Source: an optimization exercise on an open RTL-to-GDS flow (aim: small area, a short achievable clock period and few clock cycles). Production flows keep margins and buffers that such runs may drop.
No activity file was given, so power comes from the tool's default toggle rates.

// coprocessador
module coprocessador(
	instruction,
	clk,
	rst,
	wr,
	dataOut,
	incorrect_addr_flag,
	overflow_flag,
	done_flag
);
Size in the first run: ~2600 cells after synthesis, ~700 flip-flops, roughly 32 I/O pins.
Settings: LEC_CHECK=0, CAP_MARGIN=40, CORE_MARGIN=2, CORE_UTILIZATION=65, CTS_BUF_LIST=sky130_fd_sc_hd__clkbuf_8 sky130_fd_sc_hd__clkbuf_16, CTS_CLUSTER_DIAMETER=60, CTS_CLUSTER_SIZE=30, PLACE_DENSITY=0.75, SLEW_MARGIN=40; clock period 20.0 ns.
standard.sh (not shown) runs the stock make flow with config.mk's settings and CLKGATE_MAP_FILE= SYNTH_SCRIPT=/design/flow/synth_recipe.tcl, a recipe that flattens the netlist after the stock synthesis.
==> flow/flow/run.sh <==
#!/bin/bash
# Standard layout (standard synthesis, standard steps), with timing repair
# aimed at a setup slack of SETUP_SLACK_MARGIN ns at the design's clock
# period, plain buffers (instead of delay cells) on the ports, and a clock
# tree without dummy loads.
set -euo pipefail
CTS='-sink_clustering_enable -repair_clock_nets -sink_clustering_size 30 -sink_clustering_max_diameter 60 -buf_list {sky130_fd_sc_hd__clkbuf_8 sky130_fd_sc_hd__clkbuf_16} -dont_use_dummy_load'
bash standard.sh SETUP_SLACK_MARGIN=15 'BUFFER_PORTS_ARGS=-buffer_cell sky130_fd_sc_hd__buf_4' "CTS_ARGS=$CTS" finish > flow_make.log 2>&1
Rerun with:
==> flow/run.sh (new file) <==
#!/bin/bash
# synth_recipe.tcl (not shown) runs the flow's synth.tcl, then flattens the netlist and writes it again
# the make line also repeats each setting of config.mk as NAME=value (left out here)
make -C /OpenROAD-flow-scripts/flow DESIGN_CONFIG=/design/flow/config.mk WORK_HOME=/design/flow/orfs CLKGATE_MAP_FILE= SYNTH_SCRIPT=/design/flow/synth_recipe.tcl finish
Settings changed: CAP_MARGIN 40 to 10, SLEW_MARGIN 40 to 10.
removed: flow/flow/run.sh
removed: flow/standard.sh
Effect:
- The changed run went through all stages and came out clean
- via count came out lower by 1.3%
- synthesized cell count does not change
- fmax came out lower by 22%
- total power came out higher by 3.7%
No run of this note included a check of the RTL's function; only the layout flow was run.

* * *

coprocessador, a different RTL version from the one above (not shown whole).
Size: ~2700 cells after synthesis, ~740 flip-flops, about 0.035 sq mm of cells after synthesis.
export LEC_CHECK = 0
export CAP_MARGIN = 40
export CORE_MARGIN = 2
export CORE_UTILIZATION = 65
export CTS_BUF_LIST = sky130_fd_sc_hd__clkbuf_4 sky130_fd_sc_hd__clkbuf_8
export PLACE_DENSITY = 0.75
export SLEW_MARGIN = 40
create_clock -name core_clock -period 20.0 [get_ports {clk}]
==> flow/flow/run.sh <==
#!/bin/bash
# Standard layout (standard synthesis, standard steps), with timing repair
# aimed at a setup slack of SETUP_SLACK_MARGIN ns at the design's clock
# period, and plain buffers (instead of delay cells) on the ports.
set -euo pipefail
bash standard.sh SETUP_SLACK_MARGIN=15 'BUFFER_PORTS_ARGS=-buffer_cell sky130_fd_sc_hd__buf_4' finish > flow_make.log 2>&1
==> next run, changes <==
==> flow/run.sh (new file) <==
#!/bin/bash
# synth_recipe.tcl (not shown) runs the flow's synth.tcl, then flattens the netlist and writes it again
# the make line also repeats each setting of config.mk as NAME=value (left out here)
make -C /OpenROAD-flow-scripts/flow DESIGN_CONFIG=/design/flow/config.mk WORK_HOME=/design/flow/orfs CLKGATE_MAP_FILE= SYNTH_SCRIPT=/design/flow/synth_recipe.tcl finish
CORE_UTILIZATION = 40   (was 65)
CTS_BUF_LIST = unset   (was sky130_fd_sc_hd__clkbuf_4 sky130_fd_sc_hd__clkbuf_8)
PLACE_DENSITY = unset   (was 0.75)
removed: flow/flow/run.sh
removed: flow/standard.sh
Effect: Fmax shrinks by 14%. Power went up by 3.6%. Clock power increases by about 10%. Cell count rose by 10%. Worst hold slack stays flat. Cell area is about the same. Synthesized area stays the same.
No run of this note included a check of the RTL's function; only the layout flow was run.

* * *

Setup of job 5467:
coprocessador, a different RTL version from the one above (not shown whole).
Size: roughly 710 flip-flops, ~34000 um^2 of cells after synthesis.
Design coprocessador, start of the top module:
module coprocessador(
	instruction,
	clk,
	rst,
	wr,
	dataOut,
	incorrect_addr_flag,
	overflow_flag,
	done_flag
);
clock: 20.0 ns
lec_check: 0
abc_clock_period_in_ps: 4000
cap_margin: 40
core_margin: 2
core_utilization: 40
slew_margin: 40
run.sh (not shown) runs the stock make flow with config.mk's settings and CLKGATE_MAP_FILE= SYNTH_SCRIPT=/design/flow/synth_recipe.tcl, a recipe that flattens the netlist after the stock synthesis.
Stock flow here: none of the scripts above is used.
#### Input delta (job 443 over job 5467)
- ABC_CLOCK_PERIOD_IN_PS removed (was 4000)
==> flow/flow/run.sh (new file) <==
#!/bin/bash
# Standard layout (standard synthesis, standard steps), with timing repair
# aimed at a setup slack of SETUP_SLACK_MARGIN ns at the design's clock
# period, and plain buffers (instead of delay cells) on the ports.
set -euo pipefail
bash standard.sh SETUP_SLACK_MARGIN=14.5 'BUFFER_PORTS_ARGS=-buffer_cell sky130_fd_sc_hd__buf_4' finish > flow_make.log 2>&1
==> flow/standard.sh (new file) <==
#!/bin/bash
# synth_recipe.tcl (not shown) runs the flow's synth.tcl, then flattens the netlist and writes it again
# the make line also repeats each setting of config.mk as NAME=value (left out here)
make -C /OpenROAD-flow-scripts/flow DESIGN_CONFIG=/design/flow/config.mk WORK_HOME=/design/flow/orfs CLKGATE_MAP_FILE= SYNTH_SCRIPT=/design/flow/synth_recipe.tcl "${@:-finish}"
removed: flow/run.sh
==> summary.txt <==
- The final layout from job 443, which completed every stage, passed the timing, design-rule and antenna checks at the end of the flow.
- NOTE: minimum setup slack after placement in job 443 exceeds that of job 5467
- Job 443 ended up with a higher portion of the layout cell area used by non-clock buffers than job 5467 did.
- Job 443 -> job 5467: global-route usage flat
- Sort job 5467 and job 443 by number of cells in the finished layout apart from fillers, ascending, and job 5467 comes first.
- Total design power: job 443 vs job 5467 down 82 uW
- Any difference in number of global-route vias before repair between job 5467 and job 443 is small enough to ignore.
- In terms of wire length, job 5467 and job 443 differ only marginally.
- Count of buffers added by post-CTS timing repair for setup: job 5467 and job 443 compared, lower one is job 5467
Input-level comparison between job 4536 and job 443:
==> flow/run.sh (new file) <==
#!/bin/bash
# synth_recipe.tcl (not shown) runs the flow's synth.tcl, then flattens the netlist and writes it again
# the make line also repeats each setting of config.mk as NAME=value (left out here)
make -C /OpenROAD-flow-scripts/flow DESIGN_CONFIG=/design/flow/config.mk WORK_HOME=/design/flow/orfs CLKGATE_MAP_FILE= SYNTH_SCRIPT=/design/flow/synth_recipe.tcl finish
removed: flow/flow/run.sh
removed: flow/standard.sh
## What came out
Job 4536 vs. job 443: die area flat; maximum frequency dropped 11%; cell depth of the worst flop-to-flop path moved up; number of antenna-violating nets in the routed design held steady.
[compare] base=job 443 new=job 4536: non-clock buffer count fell by 11, worst slack on hold paths went down 0.0047 ns.
Job 4536: share of the clock period used by the worst path after layout 3.3 points above job 443
On wire length, job 443 and job 4536 are basically level.
The final layouts of job 443 and job 4536 pass the timing, design-rule and antenna checks.
Side by side, proportion of power drawn by the clock network turned out higher in job 4536 than in job 443.
No functional check of the RTL was part of any run of this note.

[re-timing with driven ports]
How much do the figures lean on ideal ports? The routed layouts below were timed once more, with nothing changed but the port constraints. Step 1 sets driving cells, clkbuf_16 on the clock port and buf_2 on the other inputs (assumed; they add their load-dependent delay and slew). Step 2 times the ports against the registers' clock, not the clock port: input delays grow and output delays shrink by t, the midpoint of the rising clock arrivals with the driver on. a / b / c = ideal / step 1 / step 2; a / b = the first two.
run	shift t [ns]	setup slack, ns	worst data-port slew with drivers (ns)	cell pins on the clock port's net
the first run of note 1	0.652	14.921 / 14.825 / 14.173	0.32	1
the second run of note 1	0.670	13.491 / 13.532 / 12.862	0.14	1
the first run of note 2	0.784	14.627 / 14.568 / 14.045	0.08	1
the second run of note 2	0.679	13.721 / 13.753 / 13.074	0.05	1
job 5467	0.678	13.837 / 13.851 / 13.184	0.04	1
job 443	0.687	14.500 / 14.500 / 13.991	0.07	1
job 4536	0.678	13.837 / 13.851 / 13.184	0.04	1
After both steps setup and hold are still met in every run listed. The setup slack of the first run of note 1, which loses most, moves by -0.096 ns with the drivers and by -0.748 ns with both steps.
